From an optimization exercise on the open Yosys and OpenROAD flow, aimed at small area, a short achievable clock period and few clock cycles per item; shortcuts taken in it are not production practice.
No run shown here included a check of the RTL's function; only the layout flow was run.

File: design.v
module geofence (clk, reset, X, Y, valid, is_inside);
input clk;
input reset;
input [9:0] X;
input [9:0] Y;
output valid;
output is_inside;
reg  [3:0] cnt;       
reg  [9:0] px, py;
reg  [9:0] dmx, dmy_n, rmx_n, rmy, lmx_n, lmy;
reg        dsx, dsy, rsx, rsy, lsx, lsy;    
reg        in_flag;
wire [10:0] ex = {1'b0, X} - {1'b0, px};
wire [10:0] ey = {1'b0, Y} - {1'b0, py};
wire        nx = ex[10], ny = ey[10];
wire        zx = (X == px), zy = (Y == py);
wire [9:0]  ox, oy;
assign ox[0] = 1'b0;
assign oy[0] = 1'b0;
genvar j;
generate
    for (j = 1; j < 10; j = j + 1) begin : g_abs
        assign ox[j] = ox[j-1] | ex[j-1];
        assign oy[j] = oy[j-1] | ey[j-1];
    end
endgenerate
always @(posedge clk) begin
    dmx <= ex[9:0] ^ ({10{nx}} & ox);
    dmy_n <= ~(ey[9:0] ^ ({10{ny}} & oy));
    dsx <= nx | (zx & ny);
    dsy <= ny | (zy & ~nx);
end
wire tie = ~dsy;
wire npa, nql;
wire pa = ~npa, ql = ~nql;
cross_pos u_a (.usx(rsx), .unx(rmx_n), .usy(rsy), .umy(rmy),
               .wsx(dsx), .wmx(dmx), .wsy(dsy), .nwy(dmy_n), .tie(tie), .npos(npa));
cross_pos u_b (.usx(lsx), .unx(lmx_n), .usy(lsy), .umy(lmy),
               .wsx(dsx), .wmx(dmx), .wsy(dsy), .nwy(dmy_n), .tie(tie), .npos(nql));
wire pb = ~ql;        
always @(posedge clk or posedge reset) begin
    if (reset)            cnt <= 4'd0;
    else if (cnt[3])      cnt <= 4'd0;
    else                  cnt <= cnt + 4'd1;
end
wire first = (cnt == 4'd2);
always @(posedge clk) begin
    if (cnt == 4'd0) begin
        px <= X;
        py <= Y;
    end
    if (first || (!pa && pb)) begin
        rmx_n <= ~dmx; rsx <= dsx; rmy <= ~dmy_n; rsy <= dsy;
    end
    if (first || (pa && !pb)) begin
        lmx_n <= ~dmx; lsx <= dsx; lmy <= ~dmy_n; lsy <= dsy;
    end
    if (first)                          in_flag <= 1'b0;
    else if (!pa && !pb)               in_flag <= 1'b1;
end
assign valid = cnt[3];
assign is_inside = in_flag;
endmodule
module cross_pos (usx, unx, usy, umy, wsx, wmx, wsy, nwy, tie, npos);
input usx, usy, wsx, wsy, tie;
input [9:0] unx, umy, wmx, nwy;    
output npos;            
wire sa = usx ^ wsy;    
wire sb = usy ^ wsx;    
wire t = tie ^ sa;      
wire nsa = ~sa;
wire k1;
wire k2;
wire k3;
wire k4;
wire k5;
wire k6;
wire k7;
wire k8;
wire k9;
wire k10;
wire k11;
wire k12;
wire k13;
wire k14;
wire k15;
wire k16;
wire k17;
wire k18;
wire k19;
wire k20;
wire k21;
wire k22;
wire k23;
wire k24;
wire k25;
wire k26;
wire k27;
wire k28;
wire k29;
wire k30;
wire k31;
wire k32;
wire k33;
wire k34;
wire k35;
wire k36;
wire k37;
wire k38;
wire k39;
wire k40;
wire k41;
wire k42;
wire k43;
wire k44;
wire k45;
wire k46;
wire k47;
wire k48;
wire k49;
wire k50;
wire k51;
wire k52;
wire k53;
wire k54;
wire k55;
wire k56;
wire k57;
wire k58;
wire k59;
wire k60;
wire k61;
wire k62;
wire k63;
wire k64;
wire k65;
wire k66;
wire k67;
wire k68;
wire k69;
wire k70;
wire k71;
wire k72;
wire k73;
wire k74;
wire k75;
wire k76;
wire k77;
wire k78;
wire k79;
wire k80;
wire k81;
wire k82;
wire k83;
wire k84;
wire k85;
wire k86;
wire k87;
wire k88;
wire k89;
wire k90;
wire k91;
wire k92;
wire k93;
wire k94;
wire k95;
wire k96;
wire k97;
wire k98;
wire k99;
wire k100;
wire k101;
wire k102;
wire k103;
wire k104;
wire k105;
wire k106;
wire k107;
wire k108;
wire k109;
wire k110;
wire k111;
wire k112;
wire k113;
wire k114;
wire k115;
wire k116;
wire k117;
wire k118;
wire k119;
wire k120;
wire k121;
wire k122;
wire k123;
wire k124;
wire k125;
wire k126;
wire k127;
wire k128;
wire k129;
wire k130;
wire k131;
wire k132;
wire k133;
wire k134;
wire k135;
wire k136;
wire k137;
wire k138;
wire k139;
wire k140;
wire k141;
wire k142;
wire k143;
wire k144;
wire k145;
wire k146;
wire k147;
wire k148;
wire k149;
wire k150;
wire k151;
wire k152;
wire k153;
wire k154;
wire k155;
wire k156;
wire k157;
wire k158;
wire k159;
wire k160;
wire k161;
wire k162;
wire k163;
wire k164;
wire k165;
wire k166;
wire k167;
wire k168;
wire k169;
wire k170;
wire k171;
wire k172;
wire k173;
wire k174;
wire k175;
wire k176;
wire k177;
wire k178;
wire k179;
wire k180;
wire k181;
wire k182;
wire k183;
wire k184;
wire k185;
wire k186;
wire k187;
wire k188;
wire k189;
wire k190;
wire k191;
wire k192;
wire k193;
wire k194;
wire k195;
wire k196;
wire k197;
wire k198;
wire k199;
wire k200;
wire k201;
wire k202;
wire k203;
wire k204;
wire k205;
wire k206;
wire k207;
wire s208;
wire c209;
wire s210;
wire c211;
wire k212;
wire k213;
wire s214;
wire c215;
wire s216;
wire c217;
wire s218;
wire c219;
wire s220;
wire c221;
wire s222;
wire c223;
wire s224;
wire c225;
wire s226;
wire c227;
wire s228;
wire c229;
wire s230;
wire c231;
wire s232;
wire c233;
wire s234;
wire c235;
wire s236;
wire c237;
wire s238;
wire c239;
wire s240;
wire c241;
wire s242;
wire c243;
wire s244;
wire c245;
wire s246;
wire c247;
wire s248;
wire c249;
wire s250;
wire c251;
wire s252;
wire c253;
wire s254;
wire c255;
wire s256;
wire c257;
wire s258;
wire c259;
wire s260;
wire c261;
wire s262;
wire c263;
wire k264;
wire k265;
wire k266;
wire k267;
wire s268;
wire c269;
wire s270;
wire c271;
wire s272;
wire c273;
wire s274;
wire c275;
wire s276;
wire c277;
wire s278;
wire c279;
wire s280;
wire c281;
wire s282;
wire c283;
wire s284;
wire c285;
wire s286;
wire c287;
wire s288;
wire c289;
wire s290;
wire c291;
wire s292;
wire c293;
wire s294;
wire c295;
wire s296;
wire c297;
wire s298;
wire c299;
wire s300;
wire c301;
wire s302;
wire c303;
wire s304;
wire c305;
wire s306;
wire c307;
wire s308;
wire c309;
wire s310;
wire c311;
wire s312;
wire c313;
wire s314;
wire c315;
wire s316;
wire c317;
wire s318;
wire c319;
wire s320;
wire c321;
wire s322;
wire c323;
wire s324;
wire c325;
wire s326;
wire c327;
wire s328;
wire c329;
wire s330;
wire c331;
wire s332;
wire c333;
wire s334;
wire c335;
wire s336;
wire c337;
wire s338;
wire c339;
wire s340;
wire c341;
wire s342;
wire c343;
wire k344;
wire k345;
wire k346;
wire s347;
wire c348;
wire s349;
wire c350;
wire s351;
wire c352;
wire s353;
wire c354;
wire s355;
wire c356;
wire s357;
wire c358;
wire s359;
wire c360;
wire s361;
wire c362;
wire s363;
wire c364;
wire s365;
wire c366;
wire s367;
wire c368;
wire s369;
wire c370;
wire s371;
wire c372;
wire s373;
wire c374;
wire s375;
wire c376;
wire s377;
wire c378;
wire s379;
wire c380;
wire s381;
wire c382;
wire s383;
wire c384;
wire s385;
wire c386;
wire s387;
wire c388;
wire s389;
wire c390;
wire s391;
wire c392;
wire s393;
wire c394;
wire s395;
wire c396;
wire s397;
wire c398;
wire s399;
wire c400;
wire s401;
wire c402;
wire s403;
wire c404;
wire s405;
wire c406;
wire s407;
wire c408;
wire s409;
wire c410;
wire s411;
wire c412;
wire s413;
wire c414;
wire s415;
wire c416;
wire s417;
wire c418;
wire s419;
wire c420;
wire s421;
wire c422;
wire s423;
wire c424;
wire k425;
wire s426;
wire c427;
wire s428;
wire c429;
wire s430;
wire c431;
wire s432;
wire c433;
wire s434;
wire c435;
wire s436;
wire c437;
wire s438;
wire c439;
wire s440;
wire c441;
wire s442;
wire c443;
wire s444;
wire c445;
wire s446;
wire c447;
wire s448;
wire c449;
wire s450;
wire c451;
wire s452;
wire c453;
wire s454;
wire c455;
wire s456;
wire c457;
wire s458;
wire c459;
wire s460;
wire c461;
wire s462;
wire c463;
wire s464;
wire c465;
wire s466;
wire c467;
wire s468;
wire c469;
wire s470;
wire c471;
wire s472;
wire c473;
wire s474;
wire c475;
wire s476;
wire c477;
wire s478;
wire c479;
wire s480;
wire c481;
wire s482;
wire c483;
wire s484;
wire c485;
wire s486;
wire c487;
wire s488;
wire c489;
wire s490;
wire c491;
wire s492;
wire c493;
wire s494;
wire c495;
wire s496;
wire c497;
wire s498;
wire c499;
wire s500;
wire c501;
wire s502;
wire c503;
wire s504;
wire c505;
wire s506;
wire c507;
wire s508;
wire c509;
wire s510;
wire c511;
wire s512;
wire c513;
wire s514;
wire c515;
wire s516;
wire c517;
wire s518;
wire c519;
wire s520;
wire c521;
wire s522;
wire c523;
wire s524;
wire c525;
wire s526;
wire c527;
wire s528;
wire c529;
wire s530;
wire c531;
wire s532;
wire c533;
wire s534;
wire c535;
wire s536;
wire c537;
wire s538;
wire c539;
wire s540;
wire c541;
wire s542;
wire c543;
wire s544;
wire c545;
wire s546;
wire c547;
wire s548;
wire c549;
wire s550;
wire c551;
wire s552;
wire c553;
wire s554;
wire c555;
wire s556;
wire c557;
wire s558;
wire c559;
wire s560;
wire c561;
wire s562;
wire c563;
wire k564;
wire k565;
wire k566;
wire k567;
wire k568;
wire k569;
wire k570;
wire k571;
wire k572;
wire k573;
wire k574;
wire k575;
wire k576;
wire k577;
wire k578;
wire k579;
wire k580;
wire k581;
wire k582;
wire k583;
wire k584;
wire k585;
wire k586;
wire k587;
wire k588;
wire k589;
wire k590;
wire k591;
wire k592;
wire k593;
wire k594;
wire k595;
wire k596;
wire k597;
wire k598;
wire k599;
wire k600;
wire k601;
wire k602;
wire k603;
wire k604;
wire k605;
wire k606;
wire k607;
wire k608;
wire k609;
wire k610;
wire k611;
wire k612;
wire k613;
wire k614;
wire k615;
wire k616;
wire k617;
wire k618;
wire k619;
wire k620;
wire k621;
wire k622;
wire k623;
wire k624;
wire k625;
wire k626;
wire k627;
wire k628;
wire k629;
wire k630;
wire k631;
wire k632;
wire k633;
wire k634;
wire k635;
wire k636;
wire k637;
wire k638;
wire k639;
nor2_cell uk1 (.a(unx[0]), .b(nwy[0]), .y(k1));
nand2_cell uk2 (.a(umy[0]), .b(wmx[0]), .y(k2));
nor2_cell uk3 (.a(unx[0]), .b(nwy[1]), .y(k3));
nand2_cell uk4 (.a(umy[0]), .b(wmx[1]), .y(k4));
nor2_cell uk5 (.a(unx[0]), .b(nwy[2]), .y(k5));
nand2_cell uk6 (.a(umy[0]), .b(wmx[2]), .y(k6));
nor2_cell uk7 (.a(unx[0]), .b(nwy[3]), .y(k7));
nand2_cell uk8 (.a(umy[0]), .b(wmx[3]), .y(k8));
nor2_cell uk9 (.a(unx[0]), .b(nwy[4]), .y(k9));
nand2_cell uk10 (.a(umy[0]), .b(wmx[4]), .y(k10));
nor2_cell uk11 (.a(unx[0]), .b(nwy[5]), .y(k11));
nand2_cell uk12 (.a(umy[0]), .b(wmx[5]), .y(k12));
nor2_cell uk13 (.a(unx[0]), .b(nwy[6]), .y(k13));
nand2_cell uk14 (.a(umy[0]), .b(wmx[6]), .y(k14));
nor2_cell uk15 (.a(unx[0]), .b(nwy[7]), .y(k15));
nand2_cell uk16 (.a(umy[0]), .b(wmx[7]), .y(k16));
nor2_cell uk17 (.a(unx[0]), .b(nwy[8]), .y(k17));
nand2_cell uk18 (.a(umy[0]), .b(wmx[8]), .y(k18));
nor2_cell uk19 (.a(unx[0]), .b(nwy[9]), .y(k19));
nand2_cell uk20 (.a(umy[0]), .b(wmx[9]), .y(k20));
nor2_cell uk21 (.a(unx[1]), .b(nwy[0]), .y(k21));
nand2_cell uk22 (.a(umy[1]), .b(wmx[0]), .y(k22));
nor2_cell uk23 (.a(unx[1]), .b(nwy[1]), .y(k23));
nand2_cell uk24 (.a(umy[1]), .b(wmx[1]), .y(k24));
nor2_cell uk25 (.a(unx[1]), .b(nwy[2]), .y(k25));
nand2_cell uk26 (.a(umy[1]), .b(wmx[2]), .y(k26));
nor2_cell uk27 (.a(unx[1]), .b(nwy[3]), .y(k27));
nand2_cell uk28 (.a(umy[1]), .b(wmx[3]), .y(k28));
nor2_cell uk29 (.a(unx[1]), .b(nwy[4]), .y(k29));
nand2_cell uk30 (.a(umy[1]), .b(wmx[4]), .y(k30));
nor2_cell uk31 (.a(unx[1]), .b(nwy[5]), .y(k31));
nand2_cell uk32 (.a(umy[1]), .b(wmx[5]), .y(k32));
nor2_cell uk33 (.a(unx[1]), .b(nwy[6]), .y(k33));
nand2_cell uk34 (.a(umy[1]), .b(wmx[6]), .y(k34));
nor2_cell uk35 (.a(unx[1]), .b(nwy[7]), .y(k35));
nand2_cell uk36 (.a(umy[1]), .b(wmx[7]), .y(k36));
nor2_cell uk37 (.a(unx[1]), .b(nwy[8]), .y(k37));
nand2_cell uk38 (.a(umy[1]), .b(wmx[8]), .y(k38));
nor2_cell uk39 (.a(unx[1]), .b(nwy[9]), .y(k39));
nand2_cell uk40 (.a(umy[1]), .b(wmx[9]), .y(k40));
nor2_cell uk41 (.a(unx[2]), .b(nwy[0]), .y(k41));
nand2_cell uk42 (.a(umy[2]), .b(wmx[0]), .y(k42));
nor2_cell uk43 (.a(unx[2]), .b(nwy[1]), .y(k43));
nand2_cell uk44 (.a(umy[2]), .b(wmx[1]), .y(k44));
nor2_cell uk45 (.a(unx[2]), .b(nwy[2]), .y(k45));
nand2_cell uk46 (.a(umy[2]), .b(wmx[2]), .y(k46));
nor2_cell uk47 (.a(unx[2]), .b(nwy[3]), .y(k47));
nand2_cell uk48 (.a(umy[2]), .b(wmx[3]), .y(k48));
nor2_cell uk49 (.a(unx[2]), .b(nwy[4]), .y(k49));
nand2_cell uk50 (.a(umy[2]), .b(wmx[4]), .y(k50));
nor2_cell uk51 (.a(unx[2]), .b(nwy[5]), .y(k51));
nand2_cell uk52 (.a(umy[2]), .b(wmx[5]), .y(k52));
nor2_cell uk53 (.a(unx[2]), .b(nwy[6]), .y(k53));
nand2_cell uk54 (.a(umy[2]), .b(wmx[6]), .y(k54));
nor2_cell uk55 (.a(unx[2]), .b(nwy[7]), .y(k55));
nand2_cell uk56 (.a(umy[2]), .b(wmx[7]), .y(k56));
nor2_cell uk57 (.a(unx[2]), .b(nwy[8]), .y(k57));
nand2_cell uk58 (.a(umy[2]), .b(wmx[8]), .y(k58));
nor2_cell uk59 (.a(unx[2]), .b(nwy[9]), .y(k59));
nand2_cell uk60 (.a(umy[2]), .b(wmx[9]), .y(k60));
nor2_cell uk61 (.a(unx[3]), .b(nwy[0]), .y(k61));
nand2_cell uk62 (.a(umy[3]), .b(wmx[0]), .y(k62));
nor2_cell uk63 (.a(unx[3]), .b(nwy[1]), .y(k63));
nand2_cell uk64 (.a(umy[3]), .b(wmx[1]), .y(k64));
nor2_cell uk65 (.a(unx[3]), .b(nwy[2]), .y(k65));
nand2_cell uk66 (.a(umy[3]), .b(wmx[2]), .y(k66));
nor2_cell uk67 (.a(unx[3]), .b(nwy[3]), .y(k67));
nand2_cell uk68 (.a(umy[3]), .b(wmx[3]), .y(k68));
nor2_cell uk69 (.a(unx[3]), .b(nwy[4]), .y(k69));
nand2_cell uk70 (.a(umy[3]), .b(wmx[4]), .y(k70));
nor2_cell uk71 (.a(unx[3]), .b(nwy[5]), .y(k71));
nand2_cell uk72 (.a(umy[3]), .b(wmx[5]), .y(k72));
nor2_cell uk73 (.a(unx[3]), .b(nwy[6]), .y(k73));
nand2_cell uk74 (.a(umy[3]), .b(wmx[6]), .y(k74));
nor2_cell uk75 (.a(unx[3]), .b(nwy[7]), .y(k75));
nand2_cell uk76 (.a(umy[3]), .b(wmx[7]), .y(k76));
nor2_cell uk77 (.a(unx[3]), .b(nwy[8]), .y(k77));
nand2_cell uk78 (.a(umy[3]), .b(wmx[8]), .y(k78));
nor2_cell uk79 (.a(unx[3]), .b(nwy[9]), .y(k79));
nand2_cell uk80 (.a(umy[3]), .b(wmx[9]), .y(k80));
nor2_cell uk81 (.a(unx[4]), .b(nwy[0]), .y(k81));
nand2_cell uk82 (.a(umy[4]), .b(wmx[0]), .y(k82));
nor2_cell uk83 (.a(unx[4]), .b(nwy[1]), .y(k83));
nand2_cell uk84 (.a(umy[4]), .b(wmx[1]), .y(k84));
nor2_cell uk85 (.a(unx[4]), .b(nwy[2]), .y(k85));
nand2_cell uk86 (.a(umy[4]), .b(wmx[2]), .y(k86));
nor2_cell uk87 (.a(unx[4]), .b(nwy[3]), .y(k87));
nand2_cell uk88 (.a(umy[4]), .b(wmx[3]), .y(k88));
nor2_cell uk89 (.a(unx[4]), .b(nwy[4]), .y(k89));
nand2_cell uk90 (.a(umy[4]), .b(wmx[4]), .y(k90));
nor2_cell uk91 (.a(unx[4]), .b(nwy[5]), .y(k91));
nand2_cell uk92 (.a(umy[4]), .b(wmx[5]), .y(k92));
nor2_cell uk93 (.a(unx[4]), .b(nwy[6]), .y(k93));
nand2_cell uk94 (.a(umy[4]), .b(wmx[6]), .y(k94));
nor2_cell uk95 (.a(unx[4]), .b(nwy[7]), .y(k95));
nand2_cell uk96 (.a(umy[4]), .b(wmx[7]), .y(k96));
nor2_cell uk97 (.a(unx[4]), .b(nwy[8]), .y(k97));
nand2_cell uk98 (.a(umy[4]), .b(wmx[8]), .y(k98));
nor2_cell uk99 (.a(unx[4]), .b(nwy[9]), .y(k99));
nand2_cell uk100 (.a(umy[4]), .b(wmx[9]), .y(k100));
nor2_cell uk101 (.a(unx[5]), .b(nwy[0]), .y(k101));
nand2_cell uk102 (.a(umy[5]), .b(wmx[0]), .y(k102));
nor2_cell uk103 (.a(unx[5]), .b(nwy[1]), .y(k103));
nand2_cell uk104 (.a(umy[5]), .b(wmx[1]), .y(k104));
nor2_cell uk105 (.a(unx[5]), .b(nwy[2]), .y(k105));
nand2_cell uk106 (.a(umy[5]), .b(wmx[2]), .y(k106));
nor2_cell uk107 (.a(unx[5]), .b(nwy[3]), .y(k107));
nand2_cell uk108 (.a(umy[5]), .b(wmx[3]), .y(k108));
nor2_cell uk109 (.a(unx[5]), .b(nwy[4]), .y(k109));
nand2_cell uk110 (.a(umy[5]), .b(wmx[4]), .y(k110));
nor2_cell uk111 (.a(unx[5]), .b(nwy[5]), .y(k111));
nand2_cell uk112 (.a(umy[5]), .b(wmx[5]), .y(k112));
nor2_cell uk113 (.a(unx[5]), .b(nwy[6]), .y(k113));
nand2_cell uk114 (.a(umy[5]), .b(wmx[6]), .y(k114));
nor2_cell uk115 (.a(unx[5]), .b(nwy[7]), .y(k115));
nand2_cell uk116 (.a(umy[5]), .b(wmx[7]), .y(k116));
nor2_cell uk117 (.a(unx[5]), .b(nwy[8]), .y(k117));
nand2_cell uk118 (.a(umy[5]), .b(wmx[8]), .y(k118));
nor2_cell uk119 (.a(unx[5]), .b(nwy[9]), .y(k119));
nand2_cell uk120 (.a(umy[5]), .b(wmx[9]), .y(k120));
nor2_cell uk121 (.a(unx[6]), .b(nwy[0]), .y(k121));
nand2_cell uk122 (.a(umy[6]), .b(wmx[0]), .y(k122));
nor2_cell uk123 (.a(unx[6]), .b(nwy[1]), .y(k123));
nand2_cell uk124 (.a(umy[6]), .b(wmx[1]), .y(k124));
nor2_cell uk125 (.a(unx[6]), .b(nwy[2]), .y(k125));
nand2_cell uk126 (.a(umy[6]), .b(wmx[2]), .y(k126));
nor2_cell uk127 (.a(unx[6]), .b(nwy[3]), .y(k127));
nand2_cell uk128 (.a(umy[6]), .b(wmx[3]), .y(k128));
nor2_cell uk129 (.a(unx[6]), .b(nwy[4]), .y(k129));
nand2_cell uk130 (.a(umy[6]), .b(wmx[4]), .y(k130));
nor2_cell uk131 (.a(unx[6]), .b(nwy[5]), .y(k131));
nand2_cell uk132 (.a(umy[6]), .b(wmx[5]), .y(k132));
nor2_cell uk133 (.a(unx[6]), .b(nwy[6]), .y(k133));
nand2_cell uk134 (.a(umy[6]), .b(wmx[6]), .y(k134));
nor2_cell uk135 (.a(unx[6]), .b(nwy[7]), .y(k135));
nand2_cell uk136 (.a(umy[6]), .b(wmx[7]), .y(k136));
nor2_cell uk137 (.a(unx[6]), .b(nwy[8]), .y(k137));
nand2_cell uk138 (.a(umy[6]), .b(wmx[8]), .y(k138));
nor2_cell uk139 (.a(unx[6]), .b(nwy[9]), .y(k139));
nand2_cell uk140 (.a(umy[6]), .b(wmx[9]), .y(k140));
nor2_cell uk141 (.a(unx[7]), .b(nwy[0]), .y(k141));
nand2_cell uk142 (.a(umy[7]), .b(wmx[0]), .y(k142));
nor2_cell uk143 (.a(unx[7]), .b(nwy[1]), .y(k143));
nand2_cell uk144 (.a(umy[7]), .b(wmx[1]), .y(k144));
nor2_cell uk145 (.a(unx[7]), .b(nwy[2]), .y(k145));
nand2_cell uk146 (.a(umy[7]), .b(wmx[2]), .y(k146));
nor2_cell uk147 (.a(unx[7]), .b(nwy[3]), .y(k147));
nand2_cell uk148 (.a(umy[7]), .b(wmx[3]), .y(k148));
nor2_cell uk149 (.a(unx[7]), .b(nwy[4]), .y(k149));
nand2_cell uk150 (.a(umy[7]), .b(wmx[4]), .y(k150));
nor2_cell uk151 (.a(unx[7]), .b(nwy[5]), .y(k151));
nand2_cell uk152 (.a(umy[7]), .b(wmx[5]), .y(k152));
nor2_cell uk153 (.a(unx[7]), .b(nwy[6]), .y(k153));
nand2_cell uk154 (.a(umy[7]), .b(wmx[6]), .y(k154));
nor2_cell uk155 (.a(unx[7]), .b(nwy[7]), .y(k155));
nand2_cell uk156 (.a(umy[7]), .b(wmx[7]), .y(k156));
nor2_cell uk157 (.a(unx[7]), .b(nwy[8]), .y(k157));
nand2_cell uk158 (.a(umy[7]), .b(wmx[8]), .y(k158));
nor2_cell uk159 (.a(unx[7]), .b(nwy[9]), .y(k159));
nand2_cell uk160 (.a(umy[7]), .b(wmx[9]), .y(k160));
nor2_cell uk161 (.a(unx[8]), .b(nwy[0]), .y(k161));
nand2_cell uk162 (.a(umy[8]), .b(wmx[0]), .y(k162));
nor2_cell uk163 (.a(unx[8]), .b(nwy[1]), .y(k163));
nand2_cell uk164 (.a(umy[8]), .b(wmx[1]), .y(k164));
nor2_cell uk165 (.a(unx[8]), .b(nwy[2]), .y(k165));
nand2_cell uk166 (.a(umy[8]), .b(wmx[2]), .y(k166));
nor2_cell uk167 (.a(unx[8]), .b(nwy[3]), .y(k167));
nand2_cell uk168 (.a(umy[8]), .b(wmx[3]), .y(k168));
nor2_cell uk169 (.a(unx[8]), .b(nwy[4]), .y(k169));
nand2_cell uk170 (.a(umy[8]), .b(wmx[4]), .y(k170));
nor2_cell uk171 (.a(unx[8]), .b(nwy[5]), .y(k171));
nand2_cell uk172 (.a(umy[8]), .b(wmx[5]), .y(k172));
nor2_cell uk173 (.a(unx[8]), .b(nwy[6]), .y(k173));
nand2_cell uk174 (.a(umy[8]), .b(wmx[6]), .y(k174));
nor2_cell uk175 (.a(unx[8]), .b(nwy[7]), .y(k175));
nand2_cell uk176 (.a(umy[8]), .b(wmx[7]), .y(k176));
nor2_cell uk177 (.a(unx[8]), .b(nwy[8]), .y(k177));
nand2_cell uk178 (.a(umy[8]), .b(wmx[8]), .y(k178));
nor2_cell uk179 (.a(unx[8]), .b(nwy[9]), .y(k179));
nand2_cell uk180 (.a(umy[8]), .b(wmx[9]), .y(k180));
nor2_cell uk181 (.a(unx[9]), .b(nwy[0]), .y(k181));
nand2_cell uk182 (.a(umy[9]), .b(wmx[0]), .y(k182));
nor2_cell uk183 (.a(unx[9]), .b(nwy[1]), .y(k183));
nand2_cell uk184 (.a(umy[9]), .b(wmx[1]), .y(k184));
nor2_cell uk185 (.a(unx[9]), .b(nwy[2]), .y(k185));
nand2_cell uk186 (.a(umy[9]), .b(wmx[2]), .y(k186));
nor2_cell uk187 (.a(unx[9]), .b(nwy[3]), .y(k187));
nand2_cell uk188 (.a(umy[9]), .b(wmx[3]), .y(k188));
nor2_cell uk189 (.a(unx[9]), .b(nwy[4]), .y(k189));
nand2_cell uk190 (.a(umy[9]), .b(wmx[4]), .y(k190));
nor2_cell uk191 (.a(unx[9]), .b(nwy[5]), .y(k191));
nand2_cell uk192 (.a(umy[9]), .b(wmx[5]), .y(k192));
nor2_cell uk193 (.a(unx[9]), .b(nwy[6]), .y(k193));
nand2_cell uk194 (.a(umy[9]), .b(wmx[6]), .y(k194));
nor2_cell uk195 (.a(unx[9]), .b(nwy[7]), .y(k195));
nand2_cell uk196 (.a(umy[9]), .b(wmx[7]), .y(k196));
nor2_cell uk197 (.a(unx[9]), .b(nwy[8]), .y(k197));
nand2_cell uk198 (.a(umy[9]), .b(wmx[8]), .y(k198));
nor2_cell uk199 (.a(unx[9]), .b(nwy[9]), .y(k199));
nand2_cell uk200 (.a(umy[9]), .b(wmx[9]), .y(k200));
xnor2_cell uk201 (.a(k109), .b(k110), .y(k201));
or2_cell uk202 (.a(k109), .b(k110), .y(k202));
inv_cell uk203 (.a(k111), .y(k203));
xnor2_cell uk204 (.a(k103), .b(k104), .y(k204));
or2_cell uk205 (.a(k103), .b(k104), .y(k205));
xnor2_cell uk206 (.a(k105), .b(k106), .y(k206));
or2_cell uk207 (.a(k105), .b(k106), .y(k207));
fa_cell us208 (.a(k123), .b(k124), .c(k141), .s(s208), .co(c209));
assign s210 = k142 ^ k15;
assign c211 = k142 & k15;
xnor2_cell uk212 (.a(k107), .b(k108), .y(k212));
or2_cell uk213 (.a(k107), .b(k108), .y(k213));
fa_cell us214 (.a(k125), .b(k126), .c(k143), .s(s214), .co(c215));
fa_cell us216 (.a(k144), .b(k161), .c(k162), .s(s216), .co(c217));
fa_cell us218 (.a(k17), .b(k18), .c(k35), .s(s218), .co(c219));
assign s220 = k36 ^ k53;
assign c221 = k36 & k53;
fa_cell us222 (.a(k127), .b(k128), .c(k145), .s(s222), .co(c223));
fa_cell us224 (.a(k146), .b(k163), .c(k164), .s(s224), .co(c225));
fa_cell us226 (.a(k181), .b(k182), .c(k19), .s(s226), .co(c227));
fa_cell us228 (.a(k20), .b(k37), .c(k38), .s(s228), .co(c229));
fa_cell us230 (.a(k55), .b(k56), .c(k73), .s(s230), .co(c231));
assign s232 = k74 ^ k91;
assign c233 = k74 & k91;
fa_cell us234 (.a(k112), .b(k129), .c(k130), .s(s234), .co(c235));
fa_cell us236 (.a(k147), .b(k148), .c(k165), .s(s236), .co(c237));
fa_cell us238 (.a(k166), .b(k183), .c(k184), .s(s238), .co(c239));
fa_cell us240 (.a(k39), .b(k40), .c(k57), .s(s240), .co(c241));
fa_cell us242 (.a(k58), .b(k75), .c(k76), .s(s242), .co(c243));
fa_cell us244 (.a(k93), .b(k94), .c(k202), .s(s244), .co(c245));
fa_cell us246 (.a(k113), .b(k114), .c(k131), .s(s246), .co(c247));
fa_cell us248 (.a(k132), .b(k149), .c(k150), .s(s248), .co(c249));
fa_cell us250 (.a(k167), .b(k168), .c(k185), .s(s250), .co(c251));
fa_cell us252 (.a(k186), .b(k59), .c(k60), .s(s252), .co(c253));
fa_cell us254 (.a(k77), .b(k78), .c(k95), .s(s254), .co(c255));
fa_cell us256 (.a(k115), .b(k116), .c(k133), .s(s256), .co(c257));
fa_cell us258 (.a(k134), .b(k151), .c(k152), .s(s258), .co(c259));
fa_cell us260 (.a(k169), .b(k170), .c(k187), .s(s260), .co(c261));
fa_cell us262 (.a(k100), .b(k117), .c(k118), .s(s262), .co(c263));
xnor2_cell uk264 (.a(k10), .b(k27), .y(k264));
or2_cell uk265 (.a(k10), .b(k27), .y(k265));
xnor2_cell uk266 (.a(k101), .b(k102), .y(k266));
or2_cell uk267 (.a(k101), .b(k102), .y(k267));
fa_cell us268 (.a(k11), .b(k12), .c(k29), .s(s268), .co(c269));
assign s270 = k30 ^ k47;
assign c271 = k30 & k47;
fa_cell us272 (.a(k121), .b(k122), .c(k13), .s(s272), .co(c273));
fa_cell us274 (.a(k14), .b(k31), .c(k32), .s(s274), .co(c275));
fa_cell us276 (.a(k49), .b(k50), .c(k67), .s(s276), .co(c277));
assign s278 = k68 ^ k85;
assign c279 = k68 & k85;
fa_cell us280 (.a(k16), .b(k33), .c(k34), .s(s280), .co(c281));
fa_cell us282 (.a(k51), .b(k52), .c(k69), .s(s282), .co(c283));
fa_cell us284 (.a(k70), .b(k87), .c(k88), .s(s284), .co(c285));
fa_cell us286 (.a(k205), .b(k206), .c(s210), .s(s286), .co(c287));
fa_cell us288 (.a(k54), .b(k71), .c(k72), .s(s288), .co(c289));
fa_cell us290 (.a(k89), .b(k90), .c(k207), .s(s290), .co(c291));
fa_cell us292 (.a(c211), .b(k212), .c(s220), .s(s292), .co(c293));
fa_cell us294 (.a(c209), .b(s214), .c(s216), .s(s294), .co(c295));
fa_cell us296 (.a(k92), .b(k213), .c(c221), .s(s296), .co(c297));
fa_cell us298 (.a(k201), .b(s232), .c(c215), .s(s298), .co(c299));
fa_cell us300 (.a(c217), .b(c219), .c(s222), .s(s300), .co(c301));
fa_cell us302 (.a(s224), .b(s226), .c(s228), .s(s302), .co(c303));
fa_cell us304 (.a(c233), .b(k203), .c(c223), .s(s304), .co(c305));
fa_cell us306 (.a(c225), .b(c227), .c(c229), .s(s306), .co(c307));
fa_cell us308 (.a(c231), .b(s234), .c(s236), .s(s308), .co(c309));
fa_cell us310 (.a(s238), .b(s240), .c(s242), .s(s310), .co(c311));
fa_cell us312 (.a(k96), .b(k111), .c(c235), .s(s312), .co(c313));
fa_cell us314 (.a(c237), .b(c239), .c(c241), .s(s314), .co(c315));
fa_cell us316 (.a(c243), .b(s246), .c(s248), .s(s316), .co(c317));
fa_cell us318 (.a(s250), .b(s252), .c(s254), .s(s318), .co(c319));
fa_cell us320 (.a(k188), .b(k79), .c(k80), .s(s320), .co(c321));
fa_cell us322 (.a(k97), .b(k98), .c(c247), .s(s322), .co(c323));
fa_cell us324 (.a(c249), .b(c251), .c(c253), .s(s324), .co(c325));
fa_cell us326 (.a(c255), .b(s256), .c(s258), .s(s326), .co(c327));
fa_cell us328 (.a(k135), .b(k136), .c(k153), .s(s328), .co(c329));
fa_cell us330 (.a(k154), .b(k171), .c(k172), .s(s330), .co(c331));
fa_cell us332 (.a(k189), .b(k190), .c(k99), .s(s332), .co(c333));
fa_cell us334 (.a(c257), .b(c259), .c(c261), .s(s334), .co(c335));
fa_cell us336 (.a(k119), .b(k120), .c(k137), .s(s336), .co(c337));
fa_cell us338 (.a(k138), .b(k155), .c(k156), .s(s338), .co(c339));
fa_cell us340 (.a(k173), .b(k174), .c(k191), .s(s340), .co(c341));
fa_cell us342 (.a(k139), .b(k140), .c(k157), .s(s342), .co(c343));
inv_cell uk344 (.a(k23), .y(k344));
xnor2_cell uk345 (.a(k25), .b(k26), .y(k345));
or2_cell uk346 (.a(k25), .b(k26), .y(k346));
fa_cell us347 (.a(k43), .b(k44), .c(k61), .s(s347), .co(c348));
fa_cell us349 (.a(k28), .b(k45), .c(k46), .s(s349), .co(c350));
fa_cell us351 (.a(k63), .b(k64), .c(k81), .s(s351), .co(c352));
assign s353 = k82 ^ k9;
assign c354 = k82 & k9;
fa_cell us355 (.a(k48), .b(k65), .c(k66), .s(s355), .co(c356));
fa_cell us357 (.a(k83), .b(k84), .c(k265), .s(s357), .co(c358));
fa_cell us359 (.a(k266), .b(s270), .c(s268), .s(s359), .co(c360));
fa_cell us361 (.a(k86), .b(k267), .c(c271), .s(s361), .co(c362));
fa_cell us363 (.a(k204), .b(s278), .c(c269), .s(s363), .co(c364));
fa_cell us365 (.a(s272), .b(s274), .c(s276), .s(s365), .co(c366));
fa_cell us367 (.a(c279), .b(c273), .c(c275), .s(s367), .co(c368));
fa_cell us369 (.a(c277), .b(s208), .c(s280), .s(s369), .co(c370));
fa_cell us371 (.a(s282), .b(s284), .c(s286), .s(s371), .co(c372));
fa_cell us373 (.a(c281), .b(c283), .c(c285), .s(s373), .co(c374));
fa_cell us375 (.a(s218), .b(s288), .c(s290), .s(s375), .co(c376));
fa_cell us377 (.a(c287), .b(s292), .c(s294), .s(s377), .co(c378));
fa_cell us379 (.a(c289), .b(s230), .c(c291), .s(s379), .co(c380));
fa_cell us381 (.a(c293), .b(s296), .c(c295), .s(s381), .co(c382));
fa_cell us383 (.a(s298), .b(s300), .c(s302), .s(s383), .co(c384));
fa_cell us385 (.a(c297), .b(s244), .c(c299), .s(s385), .co(c386));
fa_cell us387 (.a(c301), .b(c303), .c(s304), .s(s387), .co(c388));
fa_cell us389 (.a(s306), .b(s308), .c(s310), .s(s389), .co(c390));
fa_cell us391 (.a(c245), .b(c305), .c(c307), .s(s391), .co(c392));
fa_cell us393 (.a(c309), .b(c311), .c(s312), .s(s393), .co(c394));
fa_cell us395 (.a(s314), .b(s316), .c(s318), .s(s395), .co(c396));
fa_cell us397 (.a(s260), .b(s320), .c(c313), .s(s397), .co(c398));
fa_cell us399 (.a(c315), .b(c317), .c(c319), .s(s399), .co(c400));
fa_cell us401 (.a(s322), .b(s324), .c(s326), .s(s401), .co(c402));
fa_cell us403 (.a(c321), .b(s262), .c(s328), .s(s403), .co(c404));
fa_cell us405 (.a(s330), .b(s332), .c(c323), .s(s405), .co(c406));
fa_cell us407 (.a(c325), .b(c327), .c(s334), .s(s407), .co(c408));
fa_cell us409 (.a(k192), .b(c263), .c(c329), .s(s409), .co(c410));
fa_cell us411 (.a(c331), .b(c333), .c(s336), .s(s411), .co(c412));
fa_cell us413 (.a(s338), .b(s340), .c(c335), .s(s413), .co(c414));
fa_cell us415 (.a(k158), .b(k175), .c(k176), .s(s415), .co(c416));
fa_cell us417 (.a(k193), .b(k194), .c(c337), .s(s417), .co(c418));
fa_cell us419 (.a(c339), .b(c341), .c(s342), .s(s419), .co(c420));
fa_cell us421 (.a(k159), .b(k160), .c(k177), .s(s421), .co(c422));
fa_cell us423 (.a(k178), .b(k195), .c(k196), .s(s423), .co(c424));
inv_cell uk425 (.a(k21), .y(k425));
fa_cell us426 (.a(k24), .b(k41), .c(k42), .s(s426), .co(c427));
assign s428 = k5 ^ k6;
assign c429 = k5 & k6;
fa_cell us430 (.a(k62), .b(k7), .c(k8), .s(s430), .co(c431));
fa_cell us432 (.a(k23), .b(k345), .c(s347), .s(s432), .co(c433));
fa_cell us434 (.a(k346), .b(k264), .c(s353), .s(s434), .co(c435));
fa_cell us436 (.a(c348), .b(s349), .c(s351), .s(s436), .co(c437));
fa_cell us438 (.a(c354), .b(c350), .c(c352), .s(s438), .co(c439));
fa_cell us440 (.a(s355), .b(s357), .c(s359), .s(s440), .co(c441));
fa_cell us442 (.a(c356), .b(c358), .c(s361), .s(s442), .co(c443));
fa_cell us444 (.a(c360), .b(s363), .c(s365), .s(s444), .co(c445));
fa_cell us446 (.a(c362), .b(c364), .c(c366), .s(s446), .co(c447));
fa_cell us448 (.a(s367), .b(s369), .c(s371), .s(s448), .co(c449));
fa_cell us450 (.a(c368), .b(c370), .c(s373), .s(s450), .co(c451));
fa_cell us452 (.a(s375), .b(c372), .c(s377), .s(s452), .co(c453));
fa_cell us454 (.a(c374), .b(c376), .c(s379), .s(s454), .co(c455));
fa_cell us456 (.a(c378), .b(s381), .c(s383), .s(s456), .co(c457));
fa_cell us458 (.a(c380), .b(c382), .c(s385), .s(s458), .co(c459));
fa_cell us460 (.a(c384), .b(s387), .c(s389), .s(s460), .co(c461));
fa_cell us462 (.a(c386), .b(c388), .c(s391), .s(s462), .co(c463));
fa_cell us464 (.a(c390), .b(s393), .c(s395), .s(s464), .co(c465));
fa_cell us466 (.a(c392), .b(c394), .c(s397), .s(s466), .co(c467));
fa_cell us468 (.a(c396), .b(s399), .c(s401), .s(s468), .co(c469));
fa_cell us470 (.a(s403), .b(c398), .c(c400), .s(s470), .co(c471));
fa_cell us472 (.a(s405), .b(c402), .c(s407), .s(s472), .co(c473));
fa_cell us474 (.a(c404), .b(s409), .c(s411), .s(s474), .co(c475));
fa_cell us476 (.a(c406), .b(c408), .c(s413), .s(s476), .co(c477));
fa_cell us478 (.a(s415), .b(c410), .c(c412), .s(s478), .co(c479));
fa_cell us480 (.a(s417), .b(s419), .c(c414), .s(s480), .co(c481));
fa_cell us482 (.a(c343), .b(c416), .c(s421), .s(s482), .co(c483));
fa_cell us484 (.a(s423), .b(c418), .c(c420), .s(s484), .co(c485));
fa_cell us486 (.a(k179), .b(k180), .c(k197), .s(s486), .co(c487));
fa_cell us488 (.a(k198), .b(c422), .c(c424), .s(s488), .co(c489));
assign s490 = k22 ^ k3;
assign c491 = k22 & k3;
fa_cell us492 (.a(k21), .b(k344), .c(s428), .s(s492), .co(c493));
fa_cell us494 (.a(c429), .b(c427), .c(s430), .s(s494), .co(c495));
fa_cell us496 (.a(c431), .b(s434), .c(c433), .s(s496), .co(c497));
fa_cell us498 (.a(c435), .b(c437), .c(s438), .s(s498), .co(c499));
fa_cell us500 (.a(c439), .b(s442), .c(c441), .s(s500), .co(c501));
fa_cell us502 (.a(c443), .b(c445), .c(s446), .s(s502), .co(c503));
fa_cell us504 (.a(c447), .b(s450), .c(c449), .s(s504), .co(c505));
fa_cell us506 (.a(c451), .b(s454), .c(c453), .s(s506), .co(c507));
fa_cell us508 (.a(c455), .b(s458), .c(c457), .s(s508), .co(c509));
fa_cell us510 (.a(c459), .b(s462), .c(c461), .s(s510), .co(c511));
fa_cell us512 (.a(c463), .b(s466), .c(c465), .s(s512), .co(c513));
fa_cell us514 (.a(c467), .b(s470), .c(c469), .s(s514), .co(c515));
fa_cell us516 (.a(s474), .b(c471), .c(c473), .s(s516), .co(c517));
fa_cell us518 (.a(c475), .b(s478), .c(s480), .s(s518), .co(c519));
fa_cell us520 (.a(s482), .b(c479), .c(s484), .s(s520), .co(c521));
fa_cell us522 (.a(s486), .b(c483), .c(s488), .s(s522), .co(c523));
fa_cell us524 (.a(k199), .b(k200), .c(c487), .s(s524), .co(c525));
assign s526 = t ^ k1;
assign c527 = t & k1;
fa_cell us528 (.a(k4), .b(k425), .c(s490), .s(s528), .co(c529));
fa_cell us530 (.a(c491), .b(s426), .c(s492), .s(s530), .co(c531));
fa_cell us532 (.a(c493), .b(s432), .c(s494), .s(s532), .co(c533));
fa_cell us534 (.a(c495), .b(s436), .c(s496), .s(s534), .co(c535));
fa_cell us536 (.a(c497), .b(s498), .c(s440), .s(s536), .co(c537));
fa_cell us538 (.a(c499), .b(s444), .c(s500), .s(s538), .co(c539));
fa_cell us540 (.a(s448), .b(c501), .c(s502), .s(s540), .co(c541));
fa_cell us542 (.a(c503), .b(s452), .c(s504), .s(s542), .co(c543));
fa_cell us544 (.a(s456), .b(c505), .c(s506), .s(s544), .co(c545));
fa_cell us546 (.a(s460), .b(c507), .c(s508), .s(s546), .co(c547));
fa_cell us548 (.a(s464), .b(c509), .c(s510), .s(s548), .co(c549));
fa_cell us550 (.a(s468), .b(c511), .c(s512), .s(s550), .co(c551));
fa_cell us552 (.a(s472), .b(c513), .c(s514), .s(s552), .co(c553));
fa_cell us554 (.a(s476), .b(s516), .c(c515), .s(s554), .co(c555));
fa_cell us556 (.a(c477), .b(s518), .c(c517), .s(s556), .co(c557));
fa_cell us558 (.a(c481), .b(s520), .c(c519), .s(s558), .co(c559));
fa_cell us560 (.a(c485), .b(s522), .c(c521), .s(s560), .co(c561));
fa_cell us562 (.a(c489), .b(s524), .c(c523), .s(s562), .co(c563));
nand2_cell uk564 (.a(s526), .b(k2), .y(k564));
nand2_cell uk565 (.a(c527), .b(s528), .y(k565));
nor2_cell uk566 (.a(c527), .b(s528), .y(k566));
nand2_cell uk567 (.a(c529), .b(s530), .y(k567));
nor2_cell uk568 (.a(c529), .b(s530), .y(k568));
nand2_cell uk569 (.a(c531), .b(s532), .y(k569));
nor2_cell uk570 (.a(c531), .b(s532), .y(k570));
nand2_cell uk571 (.a(c533), .b(s534), .y(k571));
nor2_cell uk572 (.a(c533), .b(s534), .y(k572));
nand2_cell uk573 (.a(c535), .b(s536), .y(k573));
nor2_cell uk574 (.a(c535), .b(s536), .y(k574));
nand2_cell uk575 (.a(c537), .b(s538), .y(k575));
nor2_cell uk576 (.a(c537), .b(s538), .y(k576));
nand2_cell uk577 (.a(c539), .b(s540), .y(k577));
nor2_cell uk578 (.a(c539), .b(s540), .y(k578));
nand2_cell uk579 (.a(c541), .b(s542), .y(k579));
nor2_cell uk580 (.a(c541), .b(s542), .y(k580));
nand2_cell uk581 (.a(c543), .b(s544), .y(k581));
nor2_cell uk582 (.a(c543), .b(s544), .y(k582));
nand2_cell uk583 (.a(c545), .b(s546), .y(k583));
nor2_cell uk584 (.a(c545), .b(s546), .y(k584));
nand2_cell uk585 (.a(c547), .b(s548), .y(k585));
nor2_cell uk586 (.a(c547), .b(s548), .y(k586));
nand2_cell uk587 (.a(c549), .b(s550), .y(k587));
nor2_cell uk588 (.a(c549), .b(s550), .y(k588));
nand2_cell uk589 (.a(c551), .b(s552), .y(k589));
nor2_cell uk590 (.a(c551), .b(s552), .y(k590));
nand2_cell uk591 (.a(c553), .b(s554), .y(k591));
nor2_cell uk592 (.a(c553), .b(s554), .y(k592));
nand2_cell uk593 (.a(c555), .b(s556), .y(k593));
nor2_cell uk594 (.a(c555), .b(s556), .y(k594));
nand2_cell uk595 (.a(c557), .b(s558), .y(k595));
nor2_cell uk596 (.a(c557), .b(s558), .y(k596));
nand2_cell uk597 (.a(c559), .b(s560), .y(k597));
nor2_cell uk598 (.a(c559), .b(s560), .y(k598));
nand2_cell uk599 (.a(c561), .b(s562), .y(k599));
nor2_cell uk600 (.a(c561), .b(s562), .y(k600));
nand2_cell uk601 (.a(c563), .b(c525), .y(k601));
nor2_cell uk602 (.a(c563), .b(c525), .y(k602));
oai21_cell uk603 (.a1(k602), .a2(k599), .b1(k601), .y(k603));
nor2_cell uk604 (.a(k602), .b(k600), .y(k604));
oai21_cell uk605 (.a1(k598), .a2(k595), .b1(k597), .y(k605));
nor2_cell uk606 (.a(k598), .b(k596), .y(k606));
oai21_cell uk607 (.a1(k594), .a2(k591), .b1(k593), .y(k607));
nor2_cell uk608 (.a(k594), .b(k592), .y(k608));
oai21_cell uk609 (.a1(k590), .a2(k587), .b1(k589), .y(k609));
nor2_cell uk610 (.a(k590), .b(k588), .y(k610));
oai21_cell uk611 (.a1(k586), .a2(k583), .b1(k585), .y(k611));
nor2_cell uk612 (.a(k586), .b(k584), .y(k612));
oai21_cell uk613 (.a1(k582), .a2(k579), .b1(k581), .y(k613));
nor2_cell uk614 (.a(k582), .b(k580), .y(k614));
oai21_cell uk615 (.a1(k578), .a2(k575), .b1(k577), .y(k615));
nor2_cell uk616 (.a(k578), .b(k576), .y(k616));
oai21_cell uk617 (.a1(k574), .a2(k571), .b1(k573), .y(k617));
nor2_cell uk618 (.a(k574), .b(k572), .y(k618));
oai21_cell uk619 (.a1(k570), .a2(k567), .b1(k569), .y(k619));
nor2_cell uk620 (.a(k570), .b(k568), .y(k620));
oai21_cell uk621 (.a1(k566), .a2(k564), .b1(k565), .y(k621));
aoi21_cell uk622 (.a1(k604), .a2(k605), .b1(k603), .y(k622));
nand2_cell uk623 (.a(k604), .b(k606), .y(k623));
aoi21_cell uk624 (.a1(k608), .a2(k609), .b1(k607), .y(k624));
nand2_cell uk625 (.a(k608), .b(k610), .y(k625));
aoi21_cell uk626 (.a1(k612), .a2(k613), .b1(k611), .y(k626));
nand2_cell uk627 (.a(k612), .b(k614), .y(k627));
aoi21_cell uk628 (.a1(k616), .a2(k617), .b1(k615), .y(k628));
nand2_cell uk629 (.a(k616), .b(k618), .y(k629));
aoi21_cell uk630 (.a1(k620), .a2(k621), .b1(k619), .y(k630));
oai21_cell uk631 (.a1(k623), .a2(k624), .b1(k622), .y(k631));
nor2_cell uk632 (.a(k623), .b(k625), .y(k632));
oai21_cell uk633 (.a1(k627), .a2(k628), .b1(k626), .y(k633));
nor2_cell uk634 (.a(k627), .b(k629), .y(k634));
inv_cell uk635 (.a(k630), .y(k635));
aoi21_cell uk636 (.a1(k632), .a2(k633), .b1(k631), .y(k636));
nand2_cell uk637 (.a(k632), .b(k634), .y(k637));
inv_cell uk638 (.a(k635), .y(k638));
oai21_cell uk639 (.a1(k637), .a2(k638), .b1(k636), .y(k639));
mux2i_cell u_sel (.s(k639), .a1(nsa), .a0(sb), .y(npos));
endmodule
module xnor2_cell (a, b, y);
input a, b;
output y;
assign y = ~(a ^ b);
endmodule
module or2_cell (a, b, y);
input a, b;
output y;
assign y = a | b;
endmodule
module nand2_cell (a, b, y);
input a, b;
output y;
assign y = ~(a & b);
endmodule
module nor2_cell (a, b, y);
input a, b;
output y;
assign y = ~(a | b);
endmodule
module inv_cell (a, y);
input a;
output y;
assign y = ~a;
endmodule
module aoi21_cell (a1, a2, b1, y);
input a1, a2, b1;
output y;
assign y = ~((a1 & a2) | b1);
endmodule
module oai21_cell (a1, a2, b1, y);
input a1, a2, b1;
output y;
assign y = ~((a1 | a2) & b1);
endmodule
module mux2i_cell (s, a1, a0, y);
input s, a1, a0;
output y;
assign y = ~(s ? a1 : a0);
endmodule
module fa_cell (a, b, c, s, co);
input a, b, c;
output s, co;
assign s = a ^ b ^ c;
assign co = (a & b) | (a & c) | (b & c);
endmodule
File: config.mk
export PLATFORM = sky130hd
export DESIGN_NAME = geofence
export DESIGN_NICKNAME = geofence
export VERILOG_FILES = /design/flow/design.v
export SDC_FILE = /design/flow/constraint.sdc
export NUM_CORES = 4
export LEC_CHECK = 0
export ABC_CLOCK_PERIOD_IN_PS = 4000
export CAP_MARGIN = 20
export CORE_MARGIN = 2
export CORE_UTILIZATION = 40
export SLEW_MARGIN = 20
export SYNTH_HIERARCHICAL = 1
File: standard.sh
#!/bin/bash
# synth_recipe.tcl (not shown) runs the flow's synth.tcl, then flattens the netlist and writes it again
# the make line also repeats each setting of config.mk as NAME=value (left out here)
make -C /OpenROAD-flow-scripts/flow DESIGN_CONFIG=/design/flow/config.mk WORK_HOME=/design/flow/orfs CLKGATE_MAP_FILE= SYNTH_SCRIPT=/design/flow/synth_recipe.tcl "${@:-finish}"
File: constraint.sdc
create_clock -name core_clock -period 12.0 [get_ports {clk}]
set_input_delay 2.4000 -clock core_clock [delete_from_list [all_inputs] [get_ports {clk}]]
set_output_delay 2.4000 -clock core_clock [all_outputs]
set_load 0.01 [all_outputs]
File: flow/run.sh
#!/bin/bash
set -euo pipefail
bash standard.sh SETUP_SLACK_MARGIN=6.25 finish > standard.log 2>&1
==> impl_metrics.py, run 1 <==
metrics = {
    "clock_tree": {
        "cts_tree": "yes",
        "clk_latency_ns": 0.34,
        "cts.sinks": 91,
        "cts_hold_buf": 0,
        "cts.path.max_buffers": 2,
        "root_buffer": "clkbuf_16",
        "cts_inserted_buffers": 9,
        "worst_setup_hold_path_clk_slew_ns": 0.06,
        "h-tree-depth": 3,
    },
    "global_route": {
        "grt_overflow": 0,
        "antenna_found_initial": 0,
        "grt_max_degree": 22,
        "grtUsageTotal_pct": 20.68,
        "grt_pass1_vias": 10830,
        "grt_pass1_wl_mm": 56.99,
    },
    "detailed_routing": {
        "drtIter0Drc": 910,
        "vias_per_cell": 5.360,
        "dr_total_vias": 9831,
        "drtAntennaViolNets": 0,
        "drc": 0,
        "drtPass1Iterations": 5,
        "routed_wl_mm": 35.28,
        "wl_per_cell_um": 19.24,
    },
    "worst_setup_path": {
        "critical_path.startpoint": "lmy[8]$_DFFE_PP_",
        "crit_path_end": "lmy[8]$_DFFE_PP_",
        "worstRegToRegCells": 17,
        "r2r-end": "lmy[8]$_DFFE_PP_",
        "critPathSlowestCell": "edfxtp_1",
        "worstSetupEndpointType": "flop",
        "crit_path_frequent_cell": "fa_1",
        "max_stage_delay_ns": 0.64,
        "cp_data_required_time_ns": 12.11,
        "setup.reg_to_reg.worst_slack_ns": 6.34,
        "reg2reg_from": "lmy[8]$_DFFE_PP_",
        "crit_path_cell_trace": "nand2_1 -> fa_1 -> fa_1 -> fa_1 -> fa_1 -> fa_1 -> fa_1 -> nor2_1 -> nor2_1 -> nand2_1 -> nor2_1 -> nand2_1 -> o21ai_4 -> mux2i_4 -> buf_4 -> o21bai_4 -> buf_12",
        "path_max_fanout": 11,
        "cp_data_arrival_time_ns": 5.77,
        "criticalPathCategory": "flop to flop",
        "start_kind": "flop",
    },
    "yosys": {
        "yosysTopAreaCellShare_pct": 48.69,
        "yosys_most_used_dff": "edfxtp_1",
        "syn_avg_cell_area_um2": 10.53,
        "yosysMostFrequentCell": "fa_1",
        "seq_area_frac_synth_pct": 18.30,
        "ys_warn_count": 7,
        "synth_common_cells": "fa_1 (330), nor2_1 (274), nand2_1 (268)",
        "synth_area_um2": 13570,
        "synth_edf_count": 64,
        "syn_inst": 1289,
        "ys_async_sr_fraction_pct": 4.396,
        "synth_cell_types": 58,
        "synth_top_cell_by_area": "fa_1",
        "ys_seq_elements": 91,
        "synth_area_leaders": "fa_1 (49%), edfxtp_1 (14%), nor2_1 (7.6%), nand2_1 (7.4%), ha_1 (3.9%)",
        "synth_nets": 1683,
    },
    "floorplan": {
        "start_util_pct": 40.56,
        "die_w_um": 188.2,
        "dieHeight_um": 188.2,
        "ios": 24,
        "dieArea_um2": 35410,
        "rows": 67,
        "core-area_um2": 33450,
    },
    "layout": {
        "layout.nets": 1775,
        "drive_above_1_share_pct": 9.307,
        "num_antenna_cells": 0,
        "area_delta_synth_final_pct": 12.74,
    },
    "timing": {
        "relSlewSlack_pct": 50.80,
        "rsz0062_at_grt": "no",
        "hold_slack_ns": 0.4551,
        "fin_crit_sh_pct": 47.17,
        "tightestPinTransition_ns": 0.7348,
        "slew_violations": 0,
        "finalHoldViolCount": 0,
        "setup_violations": 0,
        "skew_ns": 0.006610,
        "fmax_mhz": 176.7,
        "min_period_ns": 5.660,
        "fin_tns_setup_ns": 0,
    },
    "placed_design": {
        "numPortBuffers": 23,
        "gp_congestion": 0.8485,
        "hpwl_mm": 25.67,
    },
    "status": {
        "status": "finished clean",
    },
    "worst_hold_path": {
        "hold_start": "cnt[0]$_DFF_PP0_",
        "hold_class": "flop to flop",
    },
    "job": {
        "max_cap_viol_count": 0,
    },
}
state kept, by name (all words and copies together), names as in the netlist, 4 cells and up:
signal,flops
cnt,4
rmx_n,10
rmy,10
px,10
dmx,10
py,10
dmy_n,10
lmx_n,10
lmy,10
worst min path at each step:
| stage | slack (ns) | depth (start not counted) | endpoint |
|---|---|---|---|
| 2_1_floorplan | 0.43 | 1 | cnt[0]$_DFF_PP0_ |
| 3_3_place_gp | 0.45 | 1 | cnt[0]$_DFF_PP0_ |
| 3_5_place_dp | 0.45 | 1 | cnt[0]$_DFF_PP0_ |
| 4_1_cts | 0.46 | 1 | cnt[0]$_DFF_PP0_ |
| 5_1_grt | 0.49 | 1 | cnt[0]$_DFF_PP0_ |
| 6_report | 0.46 | 1 | cnt[0]$_DFF_PP0_ |
per-layer routing:
metal	part of all wire [%]	vias to the layer above	track usage, %
li1	-	4299	-
met1	40	5008	27.26
met2	50	456	35.68
met3	7.9	68	3.297
met4	2.3	0	5.421
met5	0	-	0
per-module statistics from Yosys (local to each module, per instance):
module	times used	cells	flip-flops and latches
nand2_cell	250	1	0
aoi21_cell	12	1	0
inv_cell	10	1	0
nor2_cell	260	1	0
fa_cell	328	1	0
cross_pos	2	12	0
oai21_cell	26	1	0
or2_cell	14	1	0
xnor2_cell	14	1	0
mux2i_cell	2	1	0
geofence	1	349	91
repair_timing:
item	in CTS	in global routing
cloned	2	0
pin swaps	2	2
endpoints found under the setup margin	45	45
gates resized for setup	33	9
buffers inserted	14	41
logic make-up (layout without fill, tap and decap cells):
group / Yosys count / in the layout / synth area share [%]
fa+ha+maj: 372 / 372 / 52.56
simple gates: 609 / 609 / 18.25
compound gates: 92 / 94 / 4.989
xor+xnor: 50 / 50 / 3.449
flops: 91 / 91 / 18.30
buf+inv: 71 / 166 / 2.158
mux: 4 / 4 / 0.2951
cell type report:
type	count	area, µm²
Multi-Input combinational cell	1129	10900
Clock buffer	10	229.0
Clock inverter	6	50.05
Inverter	64	240.2
Fill cell	3113	18150
Sequential cell	91	2532
Tap cell	448	560.5
Timing Repair Buffer	86	789.5
cell usage in the layout, fill, tap and decap left out, drive strengths merged, types with 3 or more instances in the layout:
cell / n
nor2b: 4
o21ai: 32
clkdlybuf4s50: 23
o21a: 5
a21o: 5
nand3b: 5
nand2: 268
a21oi: 23
fa: 330
nor3b: 4
o211a: 3
a211oi: 6
dfxtp: 23
clkbuf: 10
mux2i: 4
dfrtp: 4
edfxtp: 64
buf: 63
ha: 42
inv: 66
clkinvlp: 4
and2: 3
and3: 3
xor2: 13
nor2: 274
nand4: 5
nor3: 8
nor4: 3
xnor2: 35
o2111ai: 5
or2: 18
nand3: 5
critical path, delay by kind of cell (launching register included):
family / cells / cell delay [ns]
fa+ha+maj: 6 / 2.93
flops: 1 / 0.64
mux: 1 / 0.37
compound gates: 2 / 0.29
buf+inv: 2 / 0.33
simple gates: 6 / 0.84
stage by stage:
stage / cells / area [µm²] / utilization, % / setup WS [ns]
after floorplan: 1289 / 13570 / - / 6.593
after global routing: 1834 / 15300 / 45.73 / 6.230
after CTS: 1793 / 14880 / 44.49 / 6.301
after global placement: 1761 / 14380 / 42.98 / 5.463
final: 1834 / 15300 / 45.73 / 6.340
after detailed placement: 1761 / 14380 / 42.98 / 5.411
==> run 2: changes to the inputs <==
==> flow/run.sh (replaced) <==
#!/bin/bash
set -euo pipefail
bash standard.sh SETUP_SLACK_MARGIN=6.5 finish > standard.log 2>&1
==> impl_metrics.py, run 2 <==
metrics = {
    "status": {
        "status": "finished clean",
    },
    "floorplan": {
        "core-area_um2": 33450,
        "dieArea_um2": 35410,
        "rows": 67,
        "start_util_pct": 40.56,
        "ios": 24,
        "dieHeight_um": 188.2,
        "die_w_um": 188.2,
    },
    "worst_setup_path": {
        "cp_data_required_time_ns": 12.11,
        "reg2reg_from": "lmx_n[8]$_DFFE_PP_",
        "setup.reg_to_reg.worst_slack_ns": 6.57,
        "max_stage_delay_ns": 0.56,
        "cp_num_cells": 18,
        "critPathSlowestCell": "fa_1",
        "start_kind": "flop",
        "cp.buffers_inverters": 3,
        "cp_top_family": "adder cells",
        "worstSetupEndpointType": "flop",
        "cp_data_arrival_time_ns": 5.54,
        "r2r-end": "lmx_n[5]$_DFFE_PP_",
        "path_max_fanout": 10,
        "crit_path_frequent_cell": "fa_1",
        "criticalPathCategory": "flop to flop",
        "worstRegToRegCells": 18,
        "crit_path_cell_trace": "buf_4 -> nor2_2 -> fa_1 -> fa_2 -> fa_1 -> fa_2 -> fa_1 -> fa_1 -> nor2_2 -> nor2_2 -> nand2_2 -> nor2_4 -> nand2_1 -> o21ai_4 -> mux2i_4 -> buf_12 -> o21bai_4 -> buf_12",
    },
    "yosys": {
        "ys_async_sr_fraction_pct": 4.396,
        "syn_avg_cell_area_um2": 10.53,
        "ys_seq_elements": 91,
        "yosysMostFrequentCell": "fa_1",
        "seq_area_frac_synth_pct": 18.30,
        "synth_area_um2": 13570,
        "synth_edf_count": 64,
        "synth_cell_types": 58,
        "synth_top_cell_by_area": "fa_1",
        "ys_warn_count": 7,
        "synth_common_cells": "fa_1 (330), nor2_1 (274), nand2_1 (268)",
        "synth_area_leaders": "fa_1 (49%), edfxtp_1 (14%), nor2_1 (7.6%), nand2_1 (7.4%), ha_1 (3.9%)",
        "synth_nets": 1683,
        "yosysTopAreaCellShare_pct": 48.69,
        "syn_inst": 1289,
        "yosys_most_used_dff": "edfxtp_1",
    },
    "job": {
        "max_cap_viol_count": 0,
    },
    "detailed_routing": {
        "vias_per_cell": 5.402,
        "drc": 0,
        "dr_total_vias": 10160,
        "drtPass1Iterations": 6,
        "wl_per_cell_um": 20.43,
        "drtIter0Drc": 918,
        "drtAntennaViolNets": 0,
        "routed_wl_mm": 38.42,
    },
    "clock_tree": {
        "cts_tree": "yes",
        "cts.path.max_buffers": 2,
        "clk_latency_ns": 0.35,
        "cts_hold_buf": 0,
        "worst_setup_hold_path_clk_slew_ns": 0.06,
        "cts.sinks": 91,
        "h-tree-depth": 3,
        "cts_inserted_buffers": 9,
        "root_buffer": "clkbuf_16",
    },
    "global_route": {
        "grt_pass1_vias": 11100,
        "antenna_found_initial": 0,
        "grt_overflow": 0,
        "grt_pass1_wl_mm": 58.72,
        "grtUsageTotal_pct": 21.49,
        "grt_max_degree": 22,
    },
    "layout": {
        "fill_cells": 3062,
        "final_cell_mix": "fa_1 (300), nand2_1 (265), nor2_1 (240), buf_4 (84)",
        "seq_area_um2": 2539,
        "drive_above_1_share_pct": 17.17,
        "area_delta_synth_final_pct": 17.80,
        "layout.nets": 1822,
        "multi_input_area_um2": 11090,
        "num_antenna_cells": 0,
        "final_common_cell": "fa_1",
    },
    "timing": {
        "fmax_mhz": 184.0,
        "rsz0062_at_grt": "yes",
        "fin_ws_ns": 6.565,
        "fin_tns_setup_ns": 0,
        "fin_crit_sh_pct": 45.29,
        "setup_violations": 0,
        "tightestPinTransition_ns": 0.6849,
        "slew_violations": 0,
        "skew_ns": 0.009677,
        "min_period_ns": 5.435,
        "relSlewSlack_pct": 54.14,
        "finalHoldViolCount": 0,
        "hold_slack_ns": 0.4551,
    },
    "worst_hold_path": {
        "min_to": "cnt[0]$_DFF_PP0_",
        "hold_path_depth": 1,
        "hold_class": "flop to flop",
        "hold_start": "cnt[0]$_DFF_PP0_",
    },
    "placed_design": {
        "gp_congestion": 0.8485,
        "post-place-ws_ns": 5.411,
        "numPortBuffers": 23,
        "hpwl_mm": 25.67,
    },
}
run 2: cell counts after synthesis:
No cell type changed its count.
run 2: area by class of cell:
class | count | share of cell area [%]
repair buffers | 133 | 7.954
inverters | 64 | 1.503
clock inverters | 6 | 0.3131
well taps | 448 | 3.507
flip-flops and latches | 91 | 15.88
multi-input cells | 1129 | 69.41
clock buffers | 10 | 1.433
run 2: kinds of logic after synthesis:
group,share of synthesized area [%]
buffers and inverters,2.158
AND/OR/NAND/NOR,18.25
multiplexers,0.2951
flip-flops,18.30
AO/OA/AOI/OAI,4.989
XOR/XNOR,3.449
adder cells (fa/ha/maj),52.56
run 2: metal layers:
metal / GRT usage, % / share of wire, % / vias to the layer above
li1: - / - / 4397
met1: 28.00 / 39 / 5169
met2: 36.38 / 49 / 512
met3: 4.358 / 9.0 / 83
met4: 6.390 / 3.0 / 0
met5: 0 / 0 / -
run 2: Yosys stat by module (local to each module, per instance), excerpt:
module | flip-flops and latches | cells inside
fa_cell | 0 | 1
nand2_cell | 0 | 1
aoi21_cell | 0 | 1
xnor2_cell | 0 | 1
cross_pos | 0 | 12
mux2i_cell | 0 | 1
nor2_cell | 0 | 1
run 2: worst register-to-register path, cell delays in order (launching register included):
cell	delay (ns)
edfxtp_1	0.53
buf_4	0.21
nor2_2	0.10
fa_1	0.44
fa_2	0.55
fa_1	0.43
fa_2	0.35
fa_1	0.45
fa_1	0.56
nor2_2	0.07
nor2_2	0.14
nand2_2	0.10
nor2_4	0.12
nand2_1	0.11
o21ai_4	0.25
mux2i_4	0.38
buf_12	0.16
o21bai_4	0.08
buf_12	0.15
run 2: worst max path at each step:
stage | from | end
3_5_place_dp | dmx[5]$_DFF_P_ | rmx_n[7]$_DFFE_PP_
3_3_place_gp | dmx[5]$_DFF_P_ | rmx_n[7]$_DFFE_PP_
2_1_floorplan | dmy_n[7]$_DFF_P_ | rmx_n[0]$_DFFE_PP_
5_1_grt | lmx_n[6]$_DFFE_PP_ | lmy[8]$_DFFE_PP_
6_report | lmx_n[8]$_DFFE_PP_ | lmx_n[5]$_DFFE_PP_
4_1_cts | dmx[9]$_DFF_P_ | lmx_n[5]$_DFFE_PP_
run 2: metrics by stage:
step	util, %	cells	instance area (µm²)
after global routing	47.78	1881	15980
after CTS	45.92	1841	15360
after detailed placement	42.98	1761	14380
final	47.78	1881	15980
after floorplan	-	1289	13570
after global placement	42.98	1761	14380
run 2: repair_timing:
| item | 4_1_cts | 5_1_grt |
|---|---|---|
| pin swaps | 2 | 21 |
| setup endpoints to repair | 45 | 45 |
| resized for setup | 45 | 91 |
| cloned | 2 | 1 |
| buffers inserted | 62 | 39 |
| hold endpoints to repair | 0 | 0 |

## static timing again, ports no longer ideal
The results above use ideal ports. As a check the final layouts listed here were re-extracted and re-timed, cells and wires unchanged. Step 1, drivers: a clkbuf_16 drives clk and a buf_2 each remaining input, both assumed. Step 2 moves the port delays by t, midway between the first and last clock arrival at a register: inputs arrive t later, outputs are due t later. That takes back most of the time a late clock gives input paths. a / b / c = ideal / step 1 / step 2; a / b = the first two.
run	t (ns)	slack for setup (ns)	clock arrival spread, ns
run 1	0.377	6.340 / 6.340 / 6.340	0.006 / 0.007
run 2	0.379	6.565 / 6.565 / 6.565	0.010 / 0.010
After both steps every run listed still meets setup and hold.
